This design comes from an exercise in tuning for small area on the open sky130 flow, not from production work.
Where RTL was checked, it was by simulation tests only, not by an equivalence proof against the original.
No functional check of the RTL was part of run 1.
No activity file was given, so power comes from the tool's default toggle rates.

## flow/design.v (module list and top-level ports; edited modules follow where they fit)
// module mux8_16: 17 lines
// module mux8_1: 17 lines
// module mux4_16: 13 lines
// module fulladd16: 10 lines
// module rca: 18 lines
// module div_step: 13 lines
// module div_su: 75 lines
// module mult: 9 lines
// module rotate: 55 lines
// module rxr16: 29 lines
// module rxr8: 21 lines
// module alu: 73 lines
// module addsub: 37 lines
// module conv: 35 lines
// module muldiv: 62 lines
// module bitlog: 14 lines
// module shifts: 40 lines
// module othop: 31 lines
// module regfile: 63 lines
// module jmp_cond: 41 lines
// module exec: 87 lines
module exec (
    input [36-1:0] ir,
    input [15:0]  off,
    input [15:0]  imm,
    output [15:0] cs,
    output [15:0] ip,
    output        of,
    output        zf,
    output        cx_zero,
    input         clk,
    input         rst,
    input [15:0]  memout,
    output [15:0] wr_data,
    output [19:0] addr,
    output        we,
    output        m_io,
    output        byteop,
    input         block,
    output        div_exc,
    input         wrip0,
    output        ifl
  );
  // ...
==> flow/run.sh <==
#!/bin/bash
# synth_recipe.tcl (not shown) runs the flow's synth.tcl, then flattens the netlist and writes it again
# the make line also repeats each setting of config.mk as NAME=value (left out here)
make -C /OpenROAD-flow-scripts/flow DESIGN_CONFIG=/design/flow/config.mk WORK_HOME=/design/flow/orfs CLKGATE_MAP_FILE= SYNTH_SCRIPT=/design/flow/synth_recipe.tcl finish
==> flow/config.mk <==
export PLATFORM = sky130hd
export DESIGN_NAME = exec
export DESIGN_NICKNAME = exec
export VERILOG_FILES = /design/flow/design.v
export SDC_FILE = /design/flow/constraint.sdc
export NUM_CORES = 4
export LEC_CHECK = 0
export CAP_MARGIN = 40
export CORE_MARGIN = 2
export CORE_UTILIZATION = 35
export SLEW_MARGIN = 40
==> flow/constraint.sdc <==
create_clock -name core_clock -period 18.0 [get_ports {clk}]
set_input_delay 3.6000 -clock core_clock [delete_from_list [all_inputs] [get_ports {clk}]]
set_output_delay 3.6000 -clock core_clock [all_outputs]
set_load 0.01 [all_outputs]
==> results.tsv, run 1 <==
stage	metric	value	unit
status	status	complete, no violations	
floorplan	tapcell count	2788	
detailed_routing	Vias/cell	5.745	
cts	post-cts resize count	0	
final_layout	most common cell after layout, fill and taps aside	dfxtp_1	
synth	FF+latch count, synth	1164	
detailed_routing	DR pass1 iterations	9	
final_layout	Signal inverters	529	
final_layout	Ant. Diodes	11	
detailed_routing	WL met3	31.78	mm
synth	Syn Std Cell Area	73020	sq um
grt	first-pass GRT wire length	398.4	mm
synth	syn_nets	7949	
synth	main combinational cell family by area after synthesis	adder cells	
placed_design	Placed Instances	9801	
grt	met1 usage	33.03	%
final_layout	Non-Clock Buffer Count	403	
timing	Final Hold Viols	0	
timing	final hold slack	0.2665	ns
pwr	sequential power share	23.6	%
synth	mean post-synth cell area	10.34	sq um
synth	most frequent cells after synthesis	dfxtp_1 (908), nand2_1 (636), nor2_1 (575)	
cts	hold buffers post-CTS	0	
final_layout	top cell category	multi-input combinational cells	
worst_setup_path	worst r2r dst	alu0.mul3.dut.st[16].r.w[34]	
final_layout	Final Cell Area	82060	sq um
worst_setup_path	CP Buf/Inv Count	5	
final_layout	most flop-heavy register	alu0.mul3.dut.dl	
detailed_routing	DR DRC count	0	
timing	Peak Freq	58.69	MHz
detailed_routing	routed wl met2	119.8	mm
worst_hold_path	worst min-delay path startpoint	alu0.mul3.dut.st[14].r.f[1]	
pwr	P per Cell Area	223.2	nW/um^2
==> module mult, before the edit <==
module mult (
    input                    clk,
    input      signed [16:0] a,
    input      signed [16:0] b,
    output reg signed [33:0] p
  );
  always @(posedge clk)
    p <= a * b;
endmodule
==> module muldiv, before the edit <==
module muldiv (
    input  [31:0] x,   
    input  [15:0] y,
    output [31:0] o,
    input  [ 2:0] f,
    input         word_op,
    output        cfo,
    output        ofo,
    input         clk,
    output        exc
  );
  wire as, bs, cfs, cfu;
  wire [16:0] a, b;
  wire [33:0] p;
  wire div0, over, ovf, mint;
  wire [15:0] q, s;
  wire        c0, c1;
  mult signmul17 (
    .clk (clk),
    .a   (a),
    .b   (b),
    .p   (p)
  );
  div_su dut (
    .clk     (clk),
    .x       (x),
    .y       (y),
    .f0      (f[0]),
    .f2      (f[2]),
    .word_op (word_op),
    .q       (q),
    .s       (s),
    .div0    (div0),
    .ovfc0   (c0),
    .ovfc1   (c1)
  );
  assign as  = f[0] & (word_op ? x[15] : x[7]);
  assign bs  = f[0] & (word_op ? y[15] : y[7]);
  assign a   = word_op ? { as, x[15:0] }
                       : { {9{as}}, x[7:0] };
  assign b   = word_op ? { bs, y } : { {9{bs}}, y[7:0] };
  assign o   = f[2] ? { 16'h0, q[7:0], s[7:0] }
               : (f[1] ? ( word_op ? {s[15:0], q[15:0]}
                                : {16'h0, s[7:0], q[7:0]})
                    : p[31:0]);
  assign ofo = f[1] ? 1'b0 : cfo;
  assign cfo = f[1] ? 1'b0 : !(f[0] ? cfs : cfu);
  assign cfu = word_op ? (o[31:16] == 16'h0)
                       : (o[15:8] == 8'h0);
  assign cfs = word_op ? (o[31:16] == {16{o[15]}})
                       : (o[15:8] == {8{o[7]}});
  assign ovf  = c0 & c1;
  assign over = f[2] ? 1'b0
              : (word_op ? (f[0] ? !(q[15] ? c1 : c0)
                                : !c0)
                        : (f[0] ? !(q[7] ? (c1 && q[15:8]==8'hff)
                                         : (c0 && q[15:8]==8'h00))
                                : !(c0 && q[15:8]==8'h00)));
  assign mint = f[0] & (word_op ? (x==32'h80000000)
                                : (x==16'h8000));
  assign exc  = div0 | (!f[2] & ovf) | over | mint;
endmodule
==> module regfile, before the edit <==
module regfile (
    output [15:0] a,
    output [15:0] b,
    output [15:0] c,
    output [15:0] cs,
    output [15:0] ip,
    input  [31:0] d,
    output [15:0] s,
    output reg [8:0] flags,
    input         wr,
    input         wrfl,
    input         wrhi,
    input         clk,
    input         rst,
    input  [ 3:0] addr_a,
    input  [ 3:0] addr_b,
    input  [ 3:0] addr_c,
    input  [ 3:0] addr_d,
    input  [ 1:0] addr_s,
    input  [ 8:0] iflags,
    input         word_op,
    input         a_byte,
    input         b_byte,
    input         c_byte,
    output        cx_zero,
    input         wr_ip0
  );
  reg [15:0] r[15:0];
  wire [7:0] a8, b8, c8;
  assign a = (a_byte & ~addr_a[3]) ? { {8{a8[7]}}, a8} : r[addr_a];
  assign a8 = addr_a[2] ? r[addr_a[1:0]][15:8] : r[addr_a][7:0];
  assign b = (b_byte & ~addr_b[3]) ? { {8{b8[7]}}, b8} : r[addr_b];
  assign b8 = addr_b[2] ? r[addr_b[1:0]][15:8] : r[addr_b][7:0];
  assign c = (c_byte & ~addr_c[3]) ? { {8{c8[7]}}, c8} : r[addr_c];
  assign c8 = addr_c[2] ? r[addr_c[1:0]][15:8] : r[addr_c][7:0];
  assign s = r[{2'b10,addr_s}];
  assign cs = r[9];
  assign cx_zero = (addr_d==4'd1) ? (d==16'd0) : (r[1]==16'd0);
  assign ip = r[15];
  always @(posedge clk)
    if (rst) begin
      r[0]  <= 16'd0; r[1]  <= 16'd0;
      r[2]  <= 16'd0; r[3]  <= 16'd0;
      r[4]  <= 16'd0; r[5]  <= 16'd0;
      r[6]  <= 16'd0; r[7]  <= 16'd0;
      r[8]  <= 16'd0; r[9]  <= 16'hf000;
      r[10] <= 16'd0; r[11] <= 16'd0;
      r[12] <= 16'd0; r[13] <= 16'd0;
      r[14] <= 16'd0; r[15] <= 16'hfff0;
      flags <= 9'd0;
    end else
      begin
        if (wr) begin
          if (word_op | addr_d[3:2]==2'b10)
             r[addr_d] <= word_op ? d[15:0] : {{8{d[7]}},d[7:0]};
          else if (addr_d[3]~^addr_d[2]) r[addr_d][7:0] <= d[7:0];
          else r[{2'b0,addr_d[1:0]}][15:8] <= d[7:0];
        end
        if (wrfl) flags <= iflags;
        if (wrhi) r[4'd2] <= d[31:16];
        if (wr_ip0) r[14] <= ip;
      end
endmodule
==> inputs of run 2 (changes only) <==
--- a/flow/design.v
+++ b/flow/design.v
@@ -165,13 +165,478 @@
 endmodule
 `timescale 1ns/10ps
 module mult (
-    input                    clk,
-    input      signed [16:0] a,
-    input      signed [16:0] b,
-    output reg signed [33:0] p
-  );
+    input             clk,
+    input      [16:0] a,
+    input      [16:0] b,
+    output reg [31:0] p
+  );
+  wire [18:0] bx = {b[16], b, 1'b0};
+  wire one0 = bx[1] ^ bx[0];
+  wire two0 = (bx[2] & ~bx[1] & ~bx[0]) | (~bx[2] & bx[1] & bx[0]);
+  wire neg0 = bx[2];
+  wire one1 = bx[3] ^ bx[2];
+  wire two1 = (bx[4] & ~bx[3] & ~bx[2]) | (~bx[4] & bx[3] & bx[2]);
+  wire neg1 = bx[4];
+  wire one2 = bx[5] ^ bx[4];
+  wire two2 = (bx[6] & ~bx[5] & ~bx[4]) | (~bx[6] & bx[5] & bx[4]);
+  wire neg2 = bx[6];
+  wire one3 = bx[7] ^ bx[6];
+  wire two3 = (bx[8] & ~bx[7] & ~bx[6]) | (~bx[8] & bx[7] & bx[6]);
+  wire neg3 = bx[8];
+  wire one4 = bx[9] ^ bx[8];
+  wire two4 = (bx[10] & ~bx[9] & ~bx[8]) | (~bx[10] & bx[9] & bx[8]);
+  wire neg4 = bx[10];
+  wire one5 = bx[11] ^ bx[10];
+  wire two5 = (bx[12] & ~bx[11] & ~bx[10]) | (~bx[12] & bx[11] & bx[10]);
+  wire neg5 = bx[12];
+  wire one6 = bx[13] ^ bx[12];
+  wire two6 = (bx[14] & ~bx[13] & ~bx[12]) | (~bx[14] & bx[13] & bx[12]);
+  wire neg6 = bx[14];
+  wire one7 = bx[15] ^ bx[14];
+  wire two7 = (bx[16] & ~bx[15] & ~bx[14]) | (~bx[16] & bx[15] & bx[14]);
+  wire neg7 = bx[16];
+  wire one8 = bx[17] ^ bx[16];
+  wire two8 = (bx[18] & ~bx[17] & ~bx[16]) | (~bx[18] & bx[17] & bx[16]);
+  wire neg8 = bx[18];
+  wire [18:0] ax = {a[16], a, 1'b0};
+  wire e0_0 = ((one0 & ax[1]) | (two0 & ax[0])) ^ neg0;
+  wire e0_1 = ((one0 & ax[2]) | (two0 & ax[1])) ^ neg0;
+  wire e0_2 = ((one0 & ax[3]) | (two0 & ax[2])) ^ neg0;
+  wire e0_3 = ((one0 & ax[4]) | (two0 & ax[3])) ^ neg0;
+  wire e0_4 = ((one0 & ax[5]) | (two0 & ax[4])) ^ neg0;
+  wire e0_5 = ((one0 & ax[6]) | (two0 & ax[5])) ^ neg0;
+  wire e0_6 = ((one0 & ax[7]) | (two0 & ax[6])) ^ neg0;
+  wire e0_7 = ((one0 & ax[8]) | (two0 & ax[7])) ^ neg0;
+  wire e0_8 = ((one0 & ax[9]) | (two0 & ax[8])) ^ neg0;
+  wire e0_9 = ((one0 & ax[10]) | (two0 & ax[9])) ^ neg0;
+  wire e0_10 = ((one0 & ax[11]) | (two0 & ax[10])) ^ neg0;
+  wire e0_11 = ((one0 & ax[12]) | (two0 & ax[11])) ^ neg0;
+  wire e0_12 = ((one0 & ax[13]) | (two0 & ax[12])) ^ neg0;
+  wire e0_13 = ((one0 & ax[14]) | (two0 & ax[13])) ^ neg0;
+  wire e0_14 = ((one0 & ax[15]) | (two0 & ax[14])) ^ neg0;
+  wire e0_15 = ((one0 & ax[16]) | (two0 & ax[15])) ^ neg0;
+  wire e0_16 = ((one0 & ax[17]) | (two0 & ax[16])) ^ neg0;
+  wire e0_17 = ~(((one0 & ax[17]) | (two0 & ax[17])) ^ neg0);
+  wire e1_0 = ((one1 & ax[1]) | (two1 & ax[0])) ^ neg1;
+  wire e1_1 = ((one1 & ax[2]) | (two1 & ax[1])) ^ neg1;
+  wire e1_2 = ((one1 & ax[3]) | (two1 & ax[2])) ^ neg1;
+  wire e1_3 = ((one1 & ax[4]) | (two1 & ax[3])) ^ neg1;
+  wire e1_4 = ((one1 & ax[5]) | (two1 & ax[4])) ^ neg1;
+  wire e1_5 = ((one1 & ax[6]) | (two1 & ax[5])) ^ neg1;
+  wire e1_6 = ((one1 & ax[7]) | (two1 & ax[6])) ^ neg1;
+  wire e1_7 = ((one1 & ax[8]) | (two1 & ax[7])) ^ neg1;
+  wire e1_8 = ((one1 & ax[9]) | (two1 & ax[8])) ^ neg1;
+  wire e1_9 = ((one1 & ax[10]) | (two1 & ax[9])) ^ neg1;
+  wire e1_10 = ((one1 & ax[11]) | (two1 & ax[10])) ^ neg1;
+  wire e1_11 = ((one1 & ax[12]) | (two1 & ax[11])) ^ neg1;
+  wire e1_12 = ((one1 & ax[13]) | (two1 & ax[12])) ^ neg1;
+  wire e1_13 = ((one1 & ax[14]) | (two1 & ax[13])) ^ neg1;
+  wire e1_14 = ((one1 & ax[15]) | (two1 & ax[14])) ^ neg1;
+  wire e1_15 = ((one1 & ax[16]) | (two1 & ax[15])) ^ neg1;
+  wire e1_16 = ((one1 & ax[17]) | (two1 & ax[16])) ^ neg1;
+  wire e1_17 = ~(((one1 & ax[17]) | (two1 & ax[17])) ^ neg1);
+  wire e2_0 = ((one2 & ax[1]) | (two2 & ax[0])) ^ neg2;
+  wire e2_1 = ((one2 & ax[2]) | (two2 & ax[1])) ^ neg2;
+  wire e2_2 = ((one2 & ax[3]) | (two2 & ax[2])) ^ neg2;
+  wire e2_3 = ((one2 & ax[4]) | (two2 & ax[3])) ^ neg2;
+  wire e2_4 = ((one2 & ax[5]) | (two2 & ax[4])) ^ neg2;
+  wire e2_5 = ((one2 & ax[6]) | (two2 & ax[5])) ^ neg2;
+  wire e2_6 = ((one2 & ax[7]) | (two2 & ax[6])) ^ neg2;
+  wire e2_7 = ((one2 & ax[8]) | (two2 & ax[7])) ^ neg2;
+  wire e2_8 = ((one2 & ax[9]) | (two2 & ax[8])) ^ neg2;
+  wire e2_9 = ((one2 & ax[10]) | (two2 & ax[9])) ^ neg2;
+  wire e2_10 = ((one2 & ax[11]) | (two2 & ax[10])) ^ neg2;
+  wire e2_11 = ((one2 & ax[12]) | (two2 & ax[11])) ^ neg2;
+  wire e2_12 = ((one2 & ax[13]) | (two2 & ax[12])) ^ neg2;
+  wire e2_13 = ((one2 & ax[14]) | (two2 & ax[13])) ^ neg2;
+  wire e2_14 = ((one2 & ax[15]) | (two2 & ax[14])) ^ neg2;
+  wire e2_15 = ((one2 & ax[16]) | (two2 & ax[15])) ^ neg2;
+  wire e2_16 = ((one2 & ax[17]) | (two2 & ax[16])) ^ neg2;
+  wire e2_17 = ~(((one2 & ax[17]) | (two2 & ax[17])) ^ neg2);
+  wire e3_0 = ((one3 & ax[1]) | (two3 & ax[0])) ^ neg3;
+  wire e3_1 = ((one3 & ax[2]) | (two3 & ax[1])) ^ neg3;
+  wire e3_2 = ((one3 & ax[3]) | (two3 & ax[2])) ^ neg3;
+  wire e3_3 = ((one3 & ax[4]) | (two3 & ax[3])) ^ neg3;
+  wire e3_4 = ((one3 & ax[5]) | (two3 & ax[4])) ^ neg3;
+  wire e3_5 = ((one3 & ax[6]) | (two3 & ax[5])) ^ neg3;
+  wire e3_6 = ((one3 & ax[7]) | (two3 & ax[6])) ^ neg3;
+  wire e3_7 = ((one3 & ax[8]) | (two3 & ax[7])) ^ neg3;
+  wire e3_8 = ((one3 & ax[9]) | (two3 & ax[8])) ^ neg3;
+  wire e3_9 = ((one3 & ax[10]) | (two3 & ax[9])) ^ neg3;
+  wire e3_10 = ((one3 & ax[11]) | (two3 & ax[10])) ^ neg3;
+  wire e3_11 = ((one3 & ax[12]) | (two3 & ax[11])) ^ neg3;
+  wire e3_12 = ((one3 & ax[13]) | (two3 & ax[12])) ^ neg3;
+  wire e3_13 = ((one3 & ax[14]) | (two3 & ax[13])) ^ neg3;
+  wire e3_14 = ((one3 & ax[15]) | (two3 & ax[14])) ^ neg3;
+  wire e3_15 = ((one3 & ax[16]) | (two3 & ax[15])) ^ neg3;
+  wire e3_16 = ((one3 & ax[17]) | (two3 & ax[16])) ^ neg3;
+  wire e3_17 = ~(((one3 & ax[17]) | (two3 & ax[17])) ^ neg3);
+  wire e4_0 = ((one4 & ax[1]) | (two4 & ax[0])) ^ neg4;
+  wire e4_1 = ((one4 & ax[2]) | (two4 & ax[1])) ^ neg4;
+  wire e4_2 = ((one4 & ax[3]) | (two4 & ax[2])) ^ neg4;
+  wire e4_3 = ((one4 & ax[4]) | (two4 & ax[3])) ^ neg4;
+  wire e4_4 = ((one4 & ax[5]) | (two4 & ax[4])) ^ neg4;
+  wire e4_5 = ((one4 & ax[6]) | (two4 & ax[5])) ^ neg4;
+  wire e4_6 = ((one4 & ax[7]) | (two4 & ax[6])) ^ neg4;
+  wire e4_7 = ((one4 & ax[8]) | (two4 & ax[7])) ^ neg4;
+  wire e4_8 = ((one4 & ax[9]) | (two4 & ax[8])) ^ neg4;
+  wire e4_9 = ((one4 & ax[10]) | (two4 & ax[9])) ^ neg4;
+  wire e4_10 = ((one4 & ax[11]) | (two4 & ax[10])) ^ neg4;
+  wire e4_11 = ((one4 & ax[12]) | (two4 & ax[11])) ^ neg4;
+  wire e4_12 = ((one4 & ax[13]) | (two4 & ax[12])) ^ neg4;
+  wire e4_13 = ((one4 & ax[14]) | (two4 & ax[13])) ^ neg4;
+  wire e4_14 = ((one4 & ax[15]) | (two4 & ax[14])) ^ neg4;
+  wire e4_15 = ((one4 & ax[16]) | (two4 & ax[15])) ^ neg4;
+  wire e4_16 = ((one4 & ax[17]) | (two4 & ax[16])) ^ neg4;
+  wire e4_17 = ~(((one4 & ax[17]) | (two4 & ax[17])) ^ neg4);
+  wire e5_0 = ((one5 & ax[1]) | (two5 & ax[0])) ^ neg5;
+  wire e5_1 = ((one5 & ax[2]) | (two5 & ax[1])) ^ neg5;
+  wire e5_2 = ((one5 & ax[3]) | (two5 & ax[2])) ^ neg5;
+  wire e5_3 = ((one5 & ax[4]) | (two5 & ax[3])) ^ neg5;
+  wire e5_4 = ((one5 & ax[5]) | (two5 & ax[4])) ^ neg5;
+  wire e5_5 = ((one5 & ax[6]) | (two5 & ax[5])) ^ neg5;
+  wire e5_6 = ((one5 & ax[7]) | (two5 & ax[6])) ^ neg5;
+  wire e5_7 = ((one5 & ax[8]) | (two5 & ax[7])) ^ neg5;
+  wire e5_8 = ((one5 & ax[9]) | (two5 & ax[8])) ^ neg5;
+  wire e5_9 = ((one5 & ax[10]) | (two5 & ax[9])) ^ neg5;
+  wire e5_10 = ((one5 & ax[11]) | (two5 & ax[10])) ^ neg5;
+  wire e5_11 = ((one5 & ax[12]) | (two5 & ax[11])) ^ neg5;
+  wire e5_12 = ((one5 & ax[13]) | (two5 & ax[12])) ^ neg5;
+  wire e5_13 = ((one5 & ax[14]) | (two5 & ax[13])) ^ neg5;
+  wire e5_14 = ((one5 & ax[15]) | (two5 & ax[14])) ^ neg5;
+  wire e5_15 = ((one5 & ax[16]) | (two5 & ax[15])) ^ neg5;
+  wire e5_16 = ((one5 & ax[17]) | (two5 & ax[16])) ^ neg5;
+  wire e5_17 = ~(((one5 & ax[17]) | (two5 & ax[17])) ^ neg5);
+  wire e6_0 = ((one6 & ax[1]) | (two6 & ax[0])) ^ neg6;
+  wire e6_1 = ((one6 & ax[2]) | (two6 & ax[1])) ^ neg6;
+  wire e6_2 = ((one6 & ax[3]) | (two6 & ax[2])) ^ neg6;
+  wire e6_3 = ((one6 & ax[4]) | (two6 & ax[3])) ^ neg6;
+  wire e6_4 = ((one6 & ax[5]) | (two6 & ax[4])) ^ neg6;
+  wire e6_5 = ((one6 & ax[6]) | (two6 & ax[5])) ^ neg6;
+  wire e6_6 = ((one6 & ax[7]) | (two6 & ax[6])) ^ neg6;
+  wire e6_7 = ((one6 & ax[8]) | (two6 & ax[7])) ^ neg6;
+  wire e6_8 = ((one6 & ax[9]) | (two6 & ax[8])) ^ neg6;
+  wire e6_9 = ((one6 & ax[10]) | (two6 & ax[9])) ^ neg6;
+  wire e6_10 = ((one6 & ax[11]) | (two6 & ax[10])) ^ neg6;
+  wire e6_11 = ((one6 & ax[12]) | (two6 & ax[11])) ^ neg6;
+  wire e6_12 = ((one6 & ax[13]) | (two6 & ax[12])) ^ neg6;
+  wire e6_13 = ((one6 & ax[14]) | (two6 & ax[13])) ^ neg6;
+  wire e6_14 = ((one6 & ax[15]) | (two6 & ax[14])) ^ neg6;
+  wire e6_15 = ((one6 & ax[16]) | (two6 & ax[15])) ^ neg6;
+  wire e6_16 = ((one6 & ax[17]) | (two6 & ax[16])) ^ neg6;
+  wire e6_17 = ~(((one6 & ax[17]) | (two6 & ax[17])) ^ neg6);
+  wire e7_0 = ((one7 & ax[1]) | (two7 & ax[0])) ^ neg7;
+  wire e7_1 = ((one7 & ax[2]) | (two7 & ax[1])) ^ neg7;
+  wire e7_2 = ((one7 & ax[3]) | (two7 & ax[2])) ^ neg7;
+  wire e7_3 = ((one7 & ax[4]) | (two7 & ax[3])) ^ neg7;
+  wire e7_4 = ((one7 & ax[5]) | (two7 & ax[4])) ^ neg7;
+  wire e7_5 = ((one7 & ax[6]) | (two7 & ax[5])) ^ neg7;
+  wire e7_6 = ((one7 & ax[7]) | (two7 & ax[6])) ^ neg7;
+  wire e7_7 = ((one7 & ax[8]) | (two7 & ax[7])) ^ neg7;
+  wire e7_8 = ((one7 & ax[9]) | (two7 & ax[8])) ^ neg7;
+  wire e7_9 = ((one7 & ax[10]) | (two7 & ax[9])) ^ neg7;
+  wire e7_10 = ((one7 & ax[11]) | (two7 & ax[10])) ^ neg7;
+  wire e7_11 = ((one7 & ax[12]) | (two7 & ax[11])) ^ neg7;
+  wire e7_12 = ((one7 & ax[13]) | (two7 & ax[12])) ^ neg7;
+  wire e7_13 = ((one7 & ax[14]) | (two7 & ax[13])) ^ neg7;
+  wire e7_14 = ((one7 & ax[15]) | (two7 & ax[14])) ^ neg7;
+  wire e7_15 = ((one7 & ax[16]) | (two7 & ax[15])) ^ neg7;
+  wire e7_16 = ((one7 & ax[17]) | (two7 & ax[16])) ^ neg7;
+  wire e7_17 = ~(((one7 & ax[17]) | (two7 & ax[17])) ^ neg7);
+  wire e8_0 = ((one8 & ax[1]) | (two8 & ax[0])) ^ neg8;
+  wire e8_1 = ((one8 & ax[2]) | (two8 & ax[1])) ^ neg8;
+  wire e8_2 = ((one8 & ax[3]) | (two8 & ax[2])) ^ neg8;
+  wire e8_3 = ((one8 & ax[4]) | (two8 & ax[3])) ^ neg8;
+  wire e8_4 = ((one8 & ax[5]) | (two8 & ax[4])) ^ neg8;
+  wire e8_5 = ((one8 & ax[6]) | (two8 & ax[5])) ^ neg8;
+  wire e8_6 = ((one8 & ax[7]) | (two8 & ax[6])) ^ neg8;
+  wire e8_7 = ((one8 & ax[8]) | (two8 & ax[7])) ^ neg8;
+  wire e8_8 = ((one8 & ax[9]) | (two8 & ax[8])) ^ neg8;
+  wire e8_9 = ((one8 & ax[10]) | (two8 & ax[9])) ^ neg8;
+  wire e8_10 = ((one8 & ax[11]) | (two8 & ax[10])) ^ neg8;
+  wire e8_11 = ((one8 & ax[12]) | (two8 & ax[11])) ^ neg8;
+  wire e8_12 = ((one8 & ax[13]) | (two8 & ax[12])) ^ neg8;
+  wire e8_13 = ((one8 & ax[14]) | (two8 & ax[13])) ^ neg8;
+  wire e8_14 = ((one8 & ax[15]) | (two8 & ax[14])) ^ neg8;
+  wire e8_15 = ((one8 & ax[16]) | (two8 & ax[15])) ^ neg8;
+  wire s1 = e0_16 ^ e1_14;
+  wire c1 = e0_16 & e1_14;
+  wire s2 = e0_17 ^ e1_15 ^ e2_13;
+  wire c2 = (e0_17 & e1_15) | (e0_17 & e2_13) | (e1_15 & e2_13);
+  wire s3 = e1_16 ^ e2_14;
+  wire c3 = e1_16 & e2_14;
+  wire s4 = e0_10 ^ e1_8;
+  wire c4 = e0_10 & e1_8;
+  wire s5 = e0_11 ^ e1_9;
+  wire c5 = e0_11 & e1_9;
+  wire s6 = e0_12 ^ e1_10 ^ e2_8;
+  wire c6 = (e0_12 & e1_10) | (e0_12 & e2_8) | (e1_10 & e2_8);
+  wire s7 = e3_6 ^ e4_4;
+  wire c7 = e3_6 & e4_4;
+  wire s8 = e0_13 ^ e1_11 ^ e2_9;
+  wire c8 = (e0_13 & e1_11) | (e0_13 & e2_9) | (e1_11 & e2_9);
+  wire s9 = e3_7 ^ e4_5;
+  wire c9 = e3_7 & e4_5;
+  wire s10 = e0_14 ^ e1_12 ^ e2_10;
+  wire c10 = (e0_14 & e1_12) | (e0_14 & e2_10) | (e1_12 & e2_10);
+  wire s11 = e3_8 ^ e4_6 ^ e5_4;
+  wire c11 = (e3_8 & e4_6) | (e3_8 & e5_4) | (e4_6 & e5_4);
+  wire s12 = e6_2 ^ e7_0;
+  wire c12 = e6_2 & e7_0;
+  wire s13 = e0_15 ^ e1_13 ^ e2_11;
+  wire c13 = (e0_15 & e1_13) | (e0_15 & e2_11) | (e1_13 & e2_11);
+  wire s14 = e3_9 ^ e4_7 ^ e5_5;
+  wire c14 = (e3_9 & e4_7) | (e3_9 & e5_5) | (e4_7 & e5_5);
+  wire s15 = e6_3 ^ e7_1;
+  wire c15 = e6_3 & e7_1;
+  wire s16 = s1 ^ e2_12 ^ e3_10;
+  wire c16 = (s1 & e2_12) | (s1 & e3_10) | (e2_12 & e3_10);
+  wire s17 = e4_8 ^ e5_6 ^ e6_4;
+  wire c17 = (e4_8 & e5_6) | (e4_8 & e6_4) | (e5_6 & e6_4);
+  wire s18 = e7_2 ^ e8_0 ^ neg8;
+  wire c18 = (e7_2 & e8_0) | (e7_2 & neg8) | (e8_0 & neg8);
+  wire s19 = c1 ^ s2 ^ e3_11;
+  wire c19 = (c1 & s2) | (c1 & e3_11) | (s2 & e3_11);
+  wire s20 = e4_9 ^ e5_7 ^ e6_5;
+  wire c20 = (e4_9 & e5_7) | (e4_9 & e6_5) | (e5_7 & e6_5);
+  wire s21 = e7_3 ^ e8_1 ^ 1'b1;
+  wire c21 = (e7_3 & e8_1) | (e7_3 & 1'b1) | (e8_1 & 1'b1);
+  wire s22 = c2 ^ s3 ^ e3_12;
+  wire c22 = (c2 & s3) | (c2 & e3_12) | (s3 & e3_12);
+  wire s23 = e4_10 ^ e5_8 ^ e6_6;
+  wire c23 = (e4_10 & e5_8) | (e4_10 & e6_6) | (e5_8 & e6_6);
+  wire s24 = e7_4 ^ e8_2 ^ 1'b1;
+  wire c24 = (e7_4 & e8_2) | (e7_4 & 1'b1) | (e8_2 & 1'b1);
+  wire s25 = c3 ^ e1_17 ^ e2_15;
+  wire c25 = (c3 & e1_17) | (c3 & e2_15) | (e1_17 & e2_15);
+  wire s26 = e3_13 ^ e4_11 ^ e5_9;
+  wire c26 = (e3_13 & e4_11) | (e3_13 & e5_9) | (e4_11 & e5_9);
+  wire s27 = e6_7 ^ e7_5 ^ e8_3;
+  wire c27 = (e6_7 & e7_5) | (e6_7 & e8_3) | (e7_5 & e8_3);
+  wire s28 = e2_16 ^ e3_14 ^ e4_12;
+  wire c28 = (e2_16 & e3_14) | (e2_16 & e4_12) | (e3_14 & e4_12);
+  wire s29 = e5_10 ^ e6_8 ^ e7_6;
+  wire c29 = (e5_10 & e6_8) | (e5_10 & e7_6) | (e6_8 & e7_6);
+  wire s30 = e8_4 ^ 1'b1;
+  wire c30 = e8_4 & 1'b1;
+  wire s31 = e2_17 ^ e3_15 ^ e4_13;
+  wire c31 = (e2_17 & e3_15) | (e2_17 & e4_13) | (e3_15 & e4_13);
+  wire s32 = e5_11 ^ e6_9 ^ e7_7;
+  wire c32 = (e5_11 & e6_9) | (e5_11 & e7_7) | (e6_9 & e7_7);
+  wire s33 = e3_16 ^ e4_14 ^ e5_12;
+  wire c33 = (e3_16 & e4_14) | (e3_16 & e5_12) | (e4_14 & e5_12);
+  wire s34 = e6_10 ^ e7_8;
+  wire c34 = e6_10 & e7_8;
+  wire s35 = e3_17 ^ e4_15 ^ e5_13;
+  wire c35 = (e3_17 & e4_15) | (e3_17 & e5_13) | (e4_15 & e5_13);
+  wire s36 = e4_16 ^ e5_14;
+  wire c36 = e4_16 & e5_14;
+  wire s37 = e0_6 ^ e1_4;
+  wire c37 = e0_6 & e1_4;
+  wire s38 = e0_7 ^ e1_5;
+  wire c38 = e0_7 & e1_5;
+  wire s39 = e0_8 ^ e1_6 ^ e2_4;
+  wire c39 = (e0_8 & e1_6) | (e0_8 & e2_4) | (e1_6 & e2_4);
+  wire s40 = e3_2 ^ e4_0;
+  wire c40 = e3_2 & e4_0;
+  wire s41 = e0_9 ^ e1_7 ^ e2_5;
+  wire c41 = (e0_9 & e1_7) | (e0_9 & e2_5) | (e1_7 & e2_5);
+  wire s42 = e3_3 ^ e4_1;
+  wire c42 = e3_3 & e4_1;
+  wire s43 = s4 ^ e2_6 ^ e3_4;
+  wire c43 = (s4 & e2_6) | (s4 & e3_4) | (e2_6 & e3_4);
+  wire s44 = e4_2 ^ e5_0 ^ neg5;
+  wire c44 = (e4_2 & e5_0) | (e4_2 & neg5) | (e5_0 & neg5);
+  wire s45 = c4 ^ s5 ^ e2_7;
+  wire c45 = (c4 & s5) | (c4 & e2_7) | (s5 & e2_7);
+  wire s46 = e3_5 ^ e4_3 ^ e5_1;
+  wire c46 = (e3_5 & e4_3) | (e3_5 & e5_1) | (e4_3 & e5_1);
+  wire s47 = c5 ^ s6 ^ s7;
+  wire c47 = (c5 & s6) | (c5 & s7) | (s6 & s7);
+  wire s48 = e5_2 ^ e6_0 ^ neg6;
+  wire c48 = (e5_2 & e6_0) | (e5_2 & neg6) | (e6_0 & neg6);
+  wire s49 = c6 ^ c7 ^ s8;
+  wire c49 = (c6 & c7) | (c6 & s8) | (c7 & s8);
+  wire s50 = s9 ^ e5_3 ^ e6_1;
+  wire c50 = (s9 & e5_3) | (s9 & e6_1) | (e5_3 & e6_1);
+  wire s51 = c8 ^ c9 ^ s10;
+  wire c51 = (c8 & c9) | (c8 & s10) | (c9 & s10);
+  wire s52 = s11 ^ s12 ^ neg7;
+  wire c52 = (s11 & s12) | (s11 & neg7) | (s12 & neg7);
+  wire s53 = c10 ^ c11 ^ c12;
+  wire c53 = (c10 & c11) | (c10 & c12) | (c11 & c12);
+  wire s54 = s13 ^ s14 ^ s15;
+  wire c54 = (s13 & s14) | (s13 & s15) | (s14 & s15);
+  wire s55 = c13 ^ c14 ^ c15;
+  wire c55 = (c13 & c14) | (c13 & c15) | (c14 & c15);
+  wire s56 = s16 ^ s17 ^ s18;
+  wire c56 = (s16 & s17) | (s16 & s18) | (s17 & s18);
+  wire s57 = c16 ^ c17 ^ c18;
+  wire c57 = (c16 & c17) | (c16 & c18) | (c17 & c18);
+  wire s58 = s19 ^ s20 ^ s21;
+  wire c58 = (s19 & s20) | (s19 & s21) | (s20 & s21);
+  wire s59 = c19 ^ c20 ^ c21;
+  wire c59 = (c19 & c20) | (c19 & c21) | (c20 & c21);
+  wire s60 = s22 ^ s23 ^ s24;
+  wire c60 = (s22 & s23) | (s22 & s24) | (s23 & s24);
+  wire s61 = c22 ^ c23 ^ c24;
+  wire c61 = (c22 & c23) | (c22 & c24) | (c23 & c24);
+  wire s62 = s25 ^ s26 ^ s27;
+  wire c62 = (s25 & s26) | (s25 & s27) | (s26 & s27);
+  wire s63 = c25 ^ c26 ^ c27;
+  wire c63 = (c25 & c26) | (c25 & c27) | (c26 & c27);
+  wire s64 = s28 ^ s29 ^ s30;
+  wire c64 = (s28 & s29) | (s28 & s30) | (s29 & s30);
+  wire s65 = c28 ^ c29 ^ c30;
+  wire c65 = (c28 & c29) | (c28 & c30) | (c29 & c30);
+  wire s66 = s31 ^ s32 ^ e8_5;
+  wire c66 = (s31 & s32) | (s31 & e8_5) | (s32 & e8_5);
+  wire s67 = c31 ^ c32 ^ s33;
+  wire c67 = (c31 & c32) | (c31 & s33) | (c32 & s33);
+  wire s68 = s34 ^ e8_6 ^ 1'b1;
+  wire c68 = (s34 & e8_6) | (s34 & 1'b1) | (e8_6 & 1'b1);
+  wire s69 = c33 ^ c34 ^ s35;
+  wire c69 = (c33 & c34) | (c33 & s35) | (c34 & s35);
+  wire s70 = e6_11 ^ e7_9 ^ e8_7;
+  wire c70 = (e6_11 & e7_9) | (e6_11 & e8_7) | (e7_9 & e8_7);
+  wire s71 = c35 ^ s36 ^ e6_12;
+  wire c71 = (c35 & s36) | (c35 & e6_12) | (s36 & e6_12);
+  wire s72 = e7_10 ^ e8_8 ^ 1'b1;
+  wire c72 = (e7_10 & e8_8) | (e7_10 & 1'b1) | (e8_8 & 1'b1);
+  wire s73 = c36 ^ e4_17 ^ e5_15;
+  wire c73 = (c36 & e4_17) | (c36 & e5_15) | (e4_17 & e5_15);
+  wire s74 = e6_13 ^ e7_11 ^ e8_9;
+  wire c74 = (e6_13 & e7_11) | (e6_13 & e8_9) | (e7_11 & e8_9);
+  wire s75 = e5_16 ^ e6_14 ^ e7_12;
+  wire c75 = (e5_16 & e6_14) | (e5_16 & e7_12) | (e6_14 & e7_12);
+  wire s76 = e8_10 ^ 1'b1;
+  wire c76 = e8_10 & 1'b1;
+  wire s77 = e5_17 ^ e6_15 ^ e7_13;
+  wire c77 = (e5_17 & e6_15) | (e5_17 & e7_13) | (e6_15 & e7_13);
+  wire s78 = e6_16 ^ e7_14;
+  wire c78 = e6_16 & e7_14;
+  wire s79 = e0_4 ^ e1_2;
+  wire c79 = e0_4 & e1_2;
+  wire s80 = e0_5 ^ e1_3;
+  wire c80 = e0_5 & e1_3;
+  wire s81 = s37 ^ e2_2 ^ e3_0;
+  wire c81 = (s37 & e2_2) | (s37 & e3_0) | (e2_2 & e3_0);
+  wire s82 = c37 ^ s38 ^ e2_3;
+  wire c82 = (c37 & s38) | (c37 & e2_3) | (s38 & e2_3);
+  wire s83 = c38 ^ s39 ^ s40;
+  wire c83 = (c38 & s39) | (c38 & s40) | (s39 & s40);
+  wire s84 = c39 ^ c40 ^ s41;
+  wire c84 = (c39 & c40) | (c39 & s41) | (c40 & s41);
+  wire s85 = c41 ^ c42 ^ s43;
+  wire c85 = (c41 & c42) | (c41 & s43) | (c42 & s43);
+  wire s86 = c43 ^ c44 ^ s45;
+  wire c86 = (c43 & c44) | (c43 & s45) | (c44 & s45);
+  wire s87 = c45 ^ c46 ^ s47;
+  wire c87 = (c45 & c46) | (c45 & s47) | (c46 & s47);
+  wire s88 = c47 ^ c48 ^ s49;
+  wire c88 = (c47 & c48) | (c47 & s49) | (c48 & s49);
+  wire s89 = c49 ^ c50 ^ s51;
+  wire c89 = (c49 & c50) | (c49 & s51) | (c50 & s51);
+  wire s90 = c51 ^ c52 ^ s53;
+  wire c90 = (c51 & c52) | (c51 & s53) | (c52 & s53);
+  wire s91 = c53 ^ c54 ^ s55;
+  wire c91 = (c53 & c54) | (c53 & s55) | (c54 & s55);
+  wire s92 = c55 ^ c56 ^ s57;
+  wire c92 = (c55 & c56) | (c55 & s57) | (c56 & s57);
+  wire s93 = c57 ^ c58 ^ s59;
+  wire c93 = (c57 & c58) | (c57 & s59) | (c58 & s59);
+  wire s94 = c59 ^ c60 ^ s61;
+  wire c94 = (c59 & c60) | (c59 & s61) | (c60 & s61);
+  wire s95 = c61 ^ c62 ^ s63;
+  wire c95 = (c61 & c62) | (c61 & s63) | (c62 & s63);
+  wire s96 = c63 ^ c64 ^ s65;
+  wire c96 = (c63 & c64) | (c63 & s65) | (c64 & s65);
+  wire s97 = c65 ^ c66 ^ s67;
+  wire c97 = (c65 & c66) | (c65 & s67) | (c66 & s67);
+  wire s98 = c67 ^ c68 ^ s69;
+  wire c98 = (c67 & c68) | (c67 & s69) | (c68 & s69);
+  wire s99 = c69 ^ c70 ^ s71;
+  wire c99 = (c69 & c70) | (c69 & s71) | (c70 & s71);
+  wire s100 = c71 ^ c72 ^ s73;
+  wire c100 = (c71 & c72) | (c71 & s73) | (c72 & s73);
+  wire s101 = c73 ^ c74 ^ s75;
+  wire c101 = (c73 & c74) | (c73 & s75) | (c74 & s75);
+  wire s102 = c75 ^ c76 ^ s77;
+  wire c102 = (c75 & c76) | (c75 & s77) | (c76 & s77);
+  wire s103 = c77 ^ s78 ^ e8_12;
+  wire c103 = (c77 & s78) | (c77 & e8_12) | (s78 & e8_12);
+  wire s104 = c78 ^ e6_17 ^ e7_15;
+  wire c104 = (c78 & e6_17) | (c78 & e7_15) | (e6_17 & e7_15);
+  wire s105 = e7_16 ^ e8_14;
+  wire c105 = e7_16 & e8_14;
+  wire s106 = e0_2 ^ e1_0;
+  wire c106 = e0_2 & e1_0;
+  wire s107 = e0_3 ^ e1_1;
+  wire c107 = e0_3 & e1_1;
+  wire s108 = s79 ^ e2_0 ^ neg2;
+  wire c108 = (s79 & e2_0) | (s79 & neg2) | (e2_0 & neg2);
+  wire s109 = c79 ^ s80 ^ e2_1;
+  wire c109 = (c79 & s80) | (c79 & e2_1) | (s80 & e2_1);
+  wire s110 = c80 ^ s81 ^ neg3;
+  wire c110 = (c80 & s81) | (c80 & neg3) | (s81 & neg3);
+  wire s111 = c81 ^ s82 ^ e3_1;
+  wire c111 = (c81 & s82) | (c81 & e3_1) | (s82 & e3_1);
+  wire s112 = c82 ^ s83 ^ neg4;
+  wire c112 = (c82 & s83) | (c82 & neg4) | (s83 & neg4);
+  wire s113 = c83 ^ s84 ^ s42;
+  wire c113 = (c83 & s84) | (c83 & s42) | (s84 & s42);
+  wire s114 = c84 ^ s85 ^ s44;
+  wire c114 = (c84 & s85) | (c84 & s44) | (s85 & s44);
+  wire s115 = c85 ^ s86 ^ s46;
+  wire c115 = (c85 & s86) | (c85 & s46) | (s86 & s46);
+  wire s116 = c86 ^ s87 ^ s48;
+  wire c116 = (c86 & s87) | (c86 & s48) | (s87 & s48);
+  wire s117 = c87 ^ s88 ^ s50;
+  wire c117 = (c87 & s88) | (c87 & s50) | (s88 & s50);
+  wire s118 = c88 ^ s89 ^ s52;
+  wire c118 = (c88 & s89) | (c88 & s52) | (s89 & s52);
+  wire s119 = c89 ^ s90 ^ s54;
+  wire c119 = (c89 & s90) | (c89 & s54) | (s90 & s54);
+  wire s120 = c90 ^ s91 ^ s56;
+  wire c120 = (c90 & s91) | (c90 & s56) | (s91 & s56);
+  wire s121 = c91 ^ s92 ^ s58;
+  wire c121 = (c91 & s92) | (c91 & s58) | (s92 & s58);
+  wire s122 = c92 ^ s93 ^ s60;
+  wire c122 = (c92 & s93) | (c92 & s60) | (s93 & s60);
+  wire s123 = c93 ^ s94 ^ s62;
+  wire c123 = (c93 & s94) | (c93 & s62) | (s94 & s62);
+  wire s124 = c94 ^ s95 ^ s64;
+  wire c124 = (c94 & s95) | (c94 & s64) | (s95 & s64);
+  wire s125 = c95 ^ s96 ^ s66;
+  wire c125 = (c95 & s96) | (c95 & s66) | (s96 & s66);
+  wire s126 = c96 ^ s97 ^ s68;
+  wire c126 = (c96 & s97) | (c96 & s68) | (s97 & s68);
+  wire s127 = c97 ^ s98 ^ s70;
+  wire c127 = (c97 & s98) | (c97 & s70) | (s98 & s70);
+  wire s128 = c98 ^ s99 ^ s72;
+  wire c128 = (c98 & s99) | (c98 & s72) | (s99 & s72);
+  wire s129 = c99 ^ s100 ^ s74;
+  wire c129 = (c99 & s100) | (c99 & s74) | (s100 & s74);
+  wire s130 = c100 ^ s101 ^ s76;
+  wire c130 = (c100 & s101) | (c100 & s76) | (s101 & s76);
+  wire s131 = c101 ^ s102 ^ e8_11;
+  wire c131 = (c101 & s102) | (c101 & e8_11) | (s102 & e8_11);
+  wire s132 = c102 ^ s103 ^ 1'b1;
+  wire c132 = (c102 & s103) | (c102 & 1'b1) | (s103 & 1'b1);
+  wire s133 = c103 ^ s104 ^ e8_13;
+  wire c133 = (c103 & s104) | (c103 & e8_13) | (s104 & e8_13);
+  wire s134 = c104 ^ s105 ^ 1'b1;
+  wire c134 = (c104 & s105) | (c104 & 1'b1) | (s105 & 1'b1);
+  wire s135 = c105 ^ e7_17 ^ e8_15;
+  wire c135 = (c105 & e7_17) | (c105 & e8_15) | (e7_17 & e8_15);
+  wire [31:0] r0 = {c134, c133, c132, c131, c130, c129, c128, c127, c126, c125, c124, c123, c122, c121, c120, c119, c118, c117, c116, c115, c114, c113, c112, c111, c110, c109, c108, c107, c106, s106, e0_1, e0_0};
+  wire [31:0] r1 = {s135, s134, s133, s132, s131, s130, s129, s128, s127, s126, s125, s124, s123, s122, s121, s120, s119, s118, s117, s116, s115, s114, s113, s112, s111, s110, s109, s108, s107, neg1, 1'b0, neg0};
+  wire [31:0] sum;
+  wire co;
+  rca #(20) fin (.x(r0[19:0]), .y(r1[19:0]), .ci(1'b0), .z(sum[19:0]), .co(co));
+  assign sum[31:20] = r0[31:20] + r1[31:20] + co;
   always @(posedge clk)
-    p <= a * b;
+    p <= sum;
 endmodule
 `timescale 1ns/10ps
 module rotate (
@@ -438,7 +903,7 @@
   );
   wire as, bs, cfs, cfu;
   wire [16:0] a, b;
-  wire [33:0] p;
+  wire [31:0] p;
   wire div0, over, ovf, mint;
   wire [15:0] q, s;
   wire        c0, c1;
@@ -573,6 +1038,44 @@
                            : { iflags[11:8], out[7:6], out[4], out[2], out[0] };
 endmodule
 `timescale 1ns/10ps
+module regrd (
+    input  [255:0] r,
+    input  [  3:0] addr,
+    input          byte_,
+    output [ 15:0] o
+  );
+  wire       bl = byte_ & ~addr[3];      
+  wire [15:0] hit;                       
+  genvar i, j;
+  generate
+    for (i = 0; i < 16; i = i + 1) begin : h
+      assign hit[i] = (addr == i);
+    end
+  endgenerate
+  wire [15:0] sl = hit & ~({8'h00, {4{bl}}, 4'h0});
+  wire [ 3:0] sh = hit[7:4] & {4{bl}};
+  wire [15:0] sw = hit & ~({8'h00, {8{bl}}});
+  generate
+    for (j = 0; j < 8; j = j + 1) begin : lo
+      wire [15:0] col;
+      wire [ 3:0] colh;
+      for (i = 0; i < 16; i = i + 1) begin : c
+        assign col[i] = r[16*i+j];
+      end
+      for (i = 0; i < 4; i = i + 1) begin : ch
+        assign colh[i] = r[16*i+8+j];
+      end
+      assign o[j] = |(col & sl) | |(colh & sh);
+    end
+    for (j = 8; j < 16; j = j + 1) begin : hi
+      wire [15:0] col;
+      for (i = 0; i < 16; i = i + 1) begin : c
+        assign col[i] = r[16*i+j];
+      end
+      assign o[j] = |(col & sw) | (bl & o[7]);
+    end
+  endgenerate
+endmodule
 module regfile (
     output [15:0] a,
     output [15:0] b,
@@ -600,41 +1103,45 @@
     output        cx_zero,
     input         wr_ip0
   );
-  reg [15:0] r[15:0];
-  wire [7:0] a8, b8, c8;
-  assign a = (a_byte & ~addr_a[3]) ? { {8{a8[7]}}, a8} : r[addr_a];
-  assign a8 = addr_a[2] ? r[addr_a[1:0]][15:8] : r[addr_a][7:0];
-  assign b = (b_byte & ~addr_b[3]) ? { {8{b8[7]}}, b8} : r[addr_b];
-  assign b8 = addr_b[2] ? r[addr_b[1:0]][15:8] : r[addr_b][7:0];
-  assign c = (c_byte & ~addr_c[3]) ? { {8{c8[7]}}, c8} : r[addr_c];
-  assign c8 = addr_c[2] ? r[addr_c[1:0]][15:8] : r[addr_c][7:0];
-  assign s = r[{2'b10,addr_s}];
+  reg  [15:0] r [0:15];
+  wire [255:0] rv;
+  genvar i;
+  generate
+    for (i = 0; i < 16; i = i + 1) begin : v
+      assign rv[16*i+15:16*i] = r[i];
+    end
+  endgenerate
+  regrd pa (.r(rv), .addr(addr_a), .byte_(a_byte), .o(a));
+  regrd pb (.r(rv), .addr(addr_b), .byte_(b_byte), .o(b));
+  regrd pc (.r(rv), .addr(addr_c), .byte_(c_byte), .o(c));
+  assign s  = r[{2'b10,addr_s}];
   assign cs = r[9];
-  assign cx_zero = (addr_d==4'd1) ? (d==16'd0) : (r[1]==16'd0);
   assign ip = r[15];
+  assign cx_zero = (addr_d==4'd1) ? (d==16'd0) : (r[1]==16'd0);
+  wire        full  = word_op | (addr_d[3:2] == 2'b10);   
+  wire        bhi   = ~word_op & (addr_d[3:2] == 2'b01);  
+  wire [ 7:0] hd    = word_op ? d[15:8] : (bhi ? d[7:0] : {8{d[7]}});
+  wire [ 7:0] lo_d  = rst ? 8'h00 : d[7:0];
+  wire [ 7:0] hi_d  = rst ? 8'h00 : hd;
+  wire [15:0] dec   = 16'h1 << addr_d;
+  wire [15:0] wlo   = {16{wr & ~bhi}} & dec;
+  wire [15:0] whi   = {16{wr}} & (({16{full}} & dec) | {12'h000, {4{bhi}} & dec[7:4]});
+  integer n;
+  always @(posedge clk) begin
+    for (n = 0; n < 16; n = n + 1) begin
+      if (rst | wlo[n]) r[n][7:0]  <= lo_d;
+      if (rst | whi[n]) r[n][15:8] <= hi_d;
+    end
+    if (rst | wlo[9])  r[9][7:0]   <= lo_d;
+    if (rst | whi[9])  r[9][15:8]  <= {hd[7:4] | {4{rst}}, hi_d[3:0]};
+    if (rst | wlo[15]) r[15][7:0]  <= {lo_d[7:4] | {4{rst}}, lo_d[3:0]};
+    if (rst | whi[15]) r[15][15:8] <= hd | {8{rst}};
+    if (~rst & wrhi)   r[2]  <= d[31:16];
+    if (~rst & wr_ip0) r[14] <= r[15];
+  end
   always @(posedge clk)
-    if (rst) begin
-      r[0]  <= 16'd0; r[1]  <= 16'd0;
-      r[2]  <= 16'd0; r[3]  <= 16'd0;
-      r[4]  <= 16'd0; r[5]  <= 16'd0;
-      r[6]  <= 16'd0; r[7]  <= 16'd0;
-      r[8]  <= 16'd0; r[9]  <= 16'hf000;
-      r[10] <= 16'd0; r[11] <= 16'd0;
-      r[12] <= 16'd0; r[13] <= 16'd0;
-      r[14] <= 16'd0; r[15] <= 16'hfff0;
-      flags <= 9'd0;
-    end else
-      begin
-        if (wr) begin
-          if (word_op | addr_d[3:2]==2'b10)
-             r[addr_d] <= word_op ? d[15:0] : {{8{d[7]}},d[7:0]};
-          else if (addr_d[3]~^addr_d[2]) r[addr_d][7:0] <= d[7:0];
-          else r[{2'b0,addr_d[1:0]}][15:8] <= d[7:0];
-        end
-        if (wrfl) flags <= iflags;
-        if (wrhi) r[4'd2] <= d[31:16];
-        if (wr_ip0) r[14] <= ip;
-      end
+    if (rst) flags <= 9'd0;
+    else if (wrfl) flags <= iflags;
 endmodule
 `timescale 1ns/10ps
 module jmp_cond (
--- a/flow/config.mk
+++ b/flow/config.mk
@@ -5,6 +5,7 @@
 export SDC_FILE = /design/flow/constraint.sdc
 export NUM_CORES = 4
 export LEC_CHECK = 0
+export ABC_AREA = 1
 export CAP_MARGIN = 40
 export CORE_MARGIN = 2
 export CORE_UTILIZATION = 35
==> run 2 against run 1 <==
Net effect:
- area after synthesis fell by 7.0%
- clock skew fell by 0.0072 ns
- sequential power rose by 3%
- sequential share of layout area rose by 1.8 points
- utilization rose by 0.66 points
- first-iteration DRC count rose by 5.3%
- critical path depth rose by 15
- synthesized cell count rose by 12%
- die area fell by 7.0%
- combinational power barely moved
- critical endpoint unchanged
- largest cell class unchanged
- still clean on timing, DRC and antenna
- clock-buffer cell count fell by 7
- critical path type unchanged
- largest power group unchanged
- design area fell by 5.5%
==> results.tsv, run 2 <==
stage	metric	value	unit	change
status	status	complete, no violations		unchanged
synth	Synth area leader	dfxtp_1		unchanged
final_layout	most flop-heavy register	alu0.mul3.dut.dl		unchanged
detailed_routing	via count	60530		was 57568
floorplan	Rows	161		was 167
detailed_routing	drt initial violations	7698		was 7314
grt	pin count of the biggest net entering global routing	59		was 61
final_layout	layout overhead on the synthesized area	14.16	%	was 12.38%
worst_setup_path	CP top delay family	simple AND/OR/NAND/NOR gates		was compound AO/OA/AOI/OAI gates
timing	unrepaired setup endpoints after global routing	no		unchanged
final_layout	Final #Nets	8794		was 8018
worst_setup_path	CP Buf/Inv Count	9		was 5
synth	post-synthesis cell type count	74		was 128
grt	initial antenna violation count	20		was 28
synth	most common cell in the netlist	nand2_1		was dfxtp_1
synth	register area share after synthesis	38.09	%	was 35.42%
synth	ys async rst share	0	%	unchanged
synth	most common flop cell mapped by yosys	dfxtp_1		unchanged
synth	syn_nets	8626		was 7949
placed_design	gp weighted congestion	1.095		was 1.020
worst_setup_path	Max stage delay on crit path	0.74	ns	was 0.78 ns
final_layout	share of post-route cells with drive strength above 1	8.319	%	was 11.99%
detailed_routing	average wire per standard cell	26.86	um	was 27.47 um
timing	Worst-Margin Slew	1.055	ns	was 1.014 ns
final_layout	number of fill cells in the layout	19319		was 20257
worst_setup_path	crit path max-delay cell type	clkdlybuf4s50_1		was nand4b_1
final_layout	final core occ	40.25	%	was 39.59%
worst_hold_path	Hold WC Path Type	flip-flop to flip-flop		unchanged
worst_setup_path	critical path arrival	13.86	ns	was 13.44 ns
cts	total CTS buffers	121		was 112
timing	setup TNS	0	ns	unchanged
pwr	LEAKAGE	33.57	nW	was 32.43 nW
timing	Max Clock Skew	0.07845	ns	was 0.08570 ns
detailed_routing	DR DRC count	0		unchanged
cts	Post-CTS Setup Inserts	0		unchanged
cts	post-cts resize count	0		unchanged
detailed_routing	Vias/cell	5.633		was 5.745
synth	most frequent cells after synthesis	nand2_1 (1348), inv_1 (976), dfxtp_1 (908)		was dfxtp_1 (908), nand2_1 (636), nor2_1 (575)
pwr	Cell Int Power	0.01041	W	was 0.01022 W
synth	area fraction of the dominant cell type after synthesis	26.77	%	was 24.89%
synth	FF+latch count, synth	1164		unchanged
timing	Final Hold Viols	0		unchanged
synth	EDFF count, synth	256		unchanged
cts	Clock Tree Buf Depth	3		unchanged
synth	top cells by area, synth	dfxtp_1 (27%), fa_1 (12%), edfxtp_1 (11%), nand2_1 (7.5%), inv_1 (5.4%)		was dfxtp_1 (25%), fa_1 (15%), edfxtp_1 (11%), mux4_2 (6.7%), xnor2_1 (4.4%)
final_layout	most common cell after layout, fill and taps aside	nand2_1		was dfxtp_1
pwr	sequential power share	23.3	%	was 23.6%
floorplan	die height	444.4	um	was 460.8 um
floorplan	area of the core	192600	sq um	was 207300 sq um
cts	H-tree Lvls	3		unchanged
worst_setup_path	most frequent cell on the critical path	nand2_1		was o21ai_0
final_layout	largest registers	alu0.mul3.dut.dl: 385 flops, alu0.mul3.dut.st.r.w: 280 flops, reg0.r: 256 flops		unchanged
cts	CTS root buf	clkbuf_16		unchanged
cts	hold buffers post-CTS	0		unchanged
synth	Syn Std Cell Area	67900	sq um	was 73020 sq um
placed_design	count of input and output buffers	158		unchanged
synth	mean post-synth cell area	8.556	sq um	was 10.34 sq um
grt	gr ovfl total	0		unchanged
pwr	switching share of power	45.29	%	was 44.17%
grt	vias in the first global route	58556		was 57019
cts	Worst-path clk slew	0.06	ns	was 0.07 ns
pwr	Comb pwr share	62.5	%	was 63.1%
run	max_cap viols	0		unchanged
worst_setup_path	Worst setup EP type	primary output		unchanged
final_layout	Largest register FFs	385		unchanged
cts	CTS tree	done		unchanged
worst_setup_path	critical path data required time	14.40	ns	about the same
pwr	Clk pwr share	14.3	%	was 13.3%
grt	first-pass GRT wire length	412.8	mm	was 398.4 mm
floorplan	initial core utilization	35.26	%	was 35.23%
detailed_routing	final WL	288.7	mm	was 275.3 mm
grt	GRT Total Usage	28.67	%	was 25.70%
timing	Peak Freq	57.27	MHz	was 58.69 MHz
pwr	Max VDD drop	0.0004782	V	was 0.0001898 V
synth	yosys warns	10		was 9
worst_setup_path	Max FO, Critical Path	8		unchanged
cts	clk latency of the worst-skew pair	0.79	ns	about the same
worst_setup_path	CP Launch Type	input pin		unchanged
timing	Final Cycle Share	97.01	%	was 94.66%
pwr	P per Cell Area	245.5	nW/um^2	was 223.2 nW/um^2
cts	clock sink count	1164		unchanged
timing	Max Slew Vio Count	0		unchanged
synth	Gate Count Post-Synth	7936		was 7061
timing	Final setup viols	0		unchanged
placed_design	DP HPWL	223.3	mm	was 209.5 mm
timing	Final Critical Period	17.46	ns	was 17.04 ns
floorplan	io pins	164		unchanged
final_layout	most frequent cells in the layout	nand2_1 (1343), inv_1 (974), dfxtp_1 (905), nor2_1 (567), o22ai_1 (485)		was dfxtp_1 (903), nand2_1 (635), nor2_1 (571), fa_1 (559), inv_1 (506)
detailed_routing	DR pass1 iterations	8		was 9
detailed_routing	Routed Antenna Nets	0		unchanged
pwr	NetSw	0.008619	W	was 0.008089 W
timing	Rel. slew slack	28.91	%	was 31.57%
worst_setup_path	Setup CP Type	input pin to primary output		unchanged
floorplan	Horiz. Die Dim	444.4	um	was 460.8 um
floorplan	die footprint	197500	sq um	was 212300 sq um
run 2: metal layers:
layer	global-route usage (%)	routed length, um	vias up
met5	0	50	-
met4	18.97	22860	6
met3	7.794	33240	917
met2	41.58	118600	3757
met1	37.30	113900	29140
li1	-	-	26710
run 2: final cells by class:
type	instances	area, sq um	share of cell area, %
Multi-Input combinational cell	5400	36880	47.59
Sequential cell	1164	25870	33.37
Inverter	1036	3894	5.024
Clock buffer	151	3324	4.289
Timing Repair Buffer	381	3239	4.179
Tap cell	2526	3161	4.078
Clock inverter	78	1114	1.437
Antenna cell	10	25.02	0.03229
run 2: metrics by stage:
step           cell area (sq um)  setup WS (ns)  std cells  power, W  hold slack [ns]
2_1_floorplan              67900          2.706       7936   0.01298           0.3096
3_3_place_gp               72850         0.9851      10503   0.01637           0.3097
3_5_place_dp               73040         0.9338      10507   0.01649           0.3121
4_1_cts                    77480         0.9019      10736   0.01940           0.2640
5_1_grt                    77490        0.06228      10737   0.02137           0.2798
6_report                   77510         0.5375      10746   0.01903           0.2783
run 2: worst reg2reg max path, delay by kind of cell (launching register included):
family / cells / cell delay (ns)
compound gates: 1 / 0.13
buf+inv: 7 / 0.85
fa+ha+maj: 32 / 12.32
flops: 1 / 0.31
xor+xnor: 4 / 1.32
simple gates: 2 / 0.30
run 2: power groups by stage:
stage	combinational [W]	sequential, W	clock, W
floorplan	0.00870	0.00428	0
global route	0.0140	0.00452	0.00287
detailed placement	0.0120	0.00449	0
global placement	0.0119	0.00448	0
CTS	0.0122	0.00445	0.00277
finish	0.0119	0.00443	0.00271
run 2: logic make-up after synthesis:
| family | synth area share [%] |
|---|---|
| XOR/XNOR | 7.677 |
| AO/OA/AOI/OAI | 13.36 |
| buffers and inverters | 7.970 |
| multiplexers | 0.04791 |
| AND/OR/NAND/NOR | 17.34 |
| adder cells (fa/ha/maj) | 15.52 |
| flip-flops | 38.09 |
run 2: final timing paths:
| check | slack, ns | from | endpoint | depth (start not counted) |
|---|---|---|---|---|
| worst max-delay path | 0.54 | ir[9] | cx_zero | 53 |
| worst min-delay path | 0.28 | alu0.mul3.dut.iz[9] | alu0.mul3.dut.st[2].r.w[11] | 0 |
| worst max register to register | 2.63 | alu0.mul3.dut.st[2].r.w[34] | alu0.mul3.dut.st[4].r.w[0] | 46 |
| worst min register to register | 0.28 | alu0.mul3.dut.iz[9] | alu0.mul3.dut.st[2].r.w[11] | 0 |

==> static timing again, ports no longer ideal <==
No port has a modelled driver above. Below, the same layouts with a new extraction and two added sets of constraints.
Step 1, drivers: a clkbuf_16 drives clk and a buf_2 each remaining input, both assumed.
Step 2 times the ports against the registers' clock, not the clock port: input delays grow and output delays shrink by t, the midpoint of the rising clock arrivals with the driver on.
a / b / c = ideal ports / drivers / drivers and shift; a / b = the first two.
run	t, ns	setup WS [ns]	worst slew at a driven data input, ns	cell pins on the clock port's net
run 1	0.832	0.961 / 0.939 / 0.939	0.18	1
run 2	0.844	0.538 / 0.510 / 0.510	0.12	1
After both steps setup and hold are still met in every run listed. For run 2, which loses most, drivers alone change the setup slack by -0.028 ns; drivers and shift together by -0.028 ns.
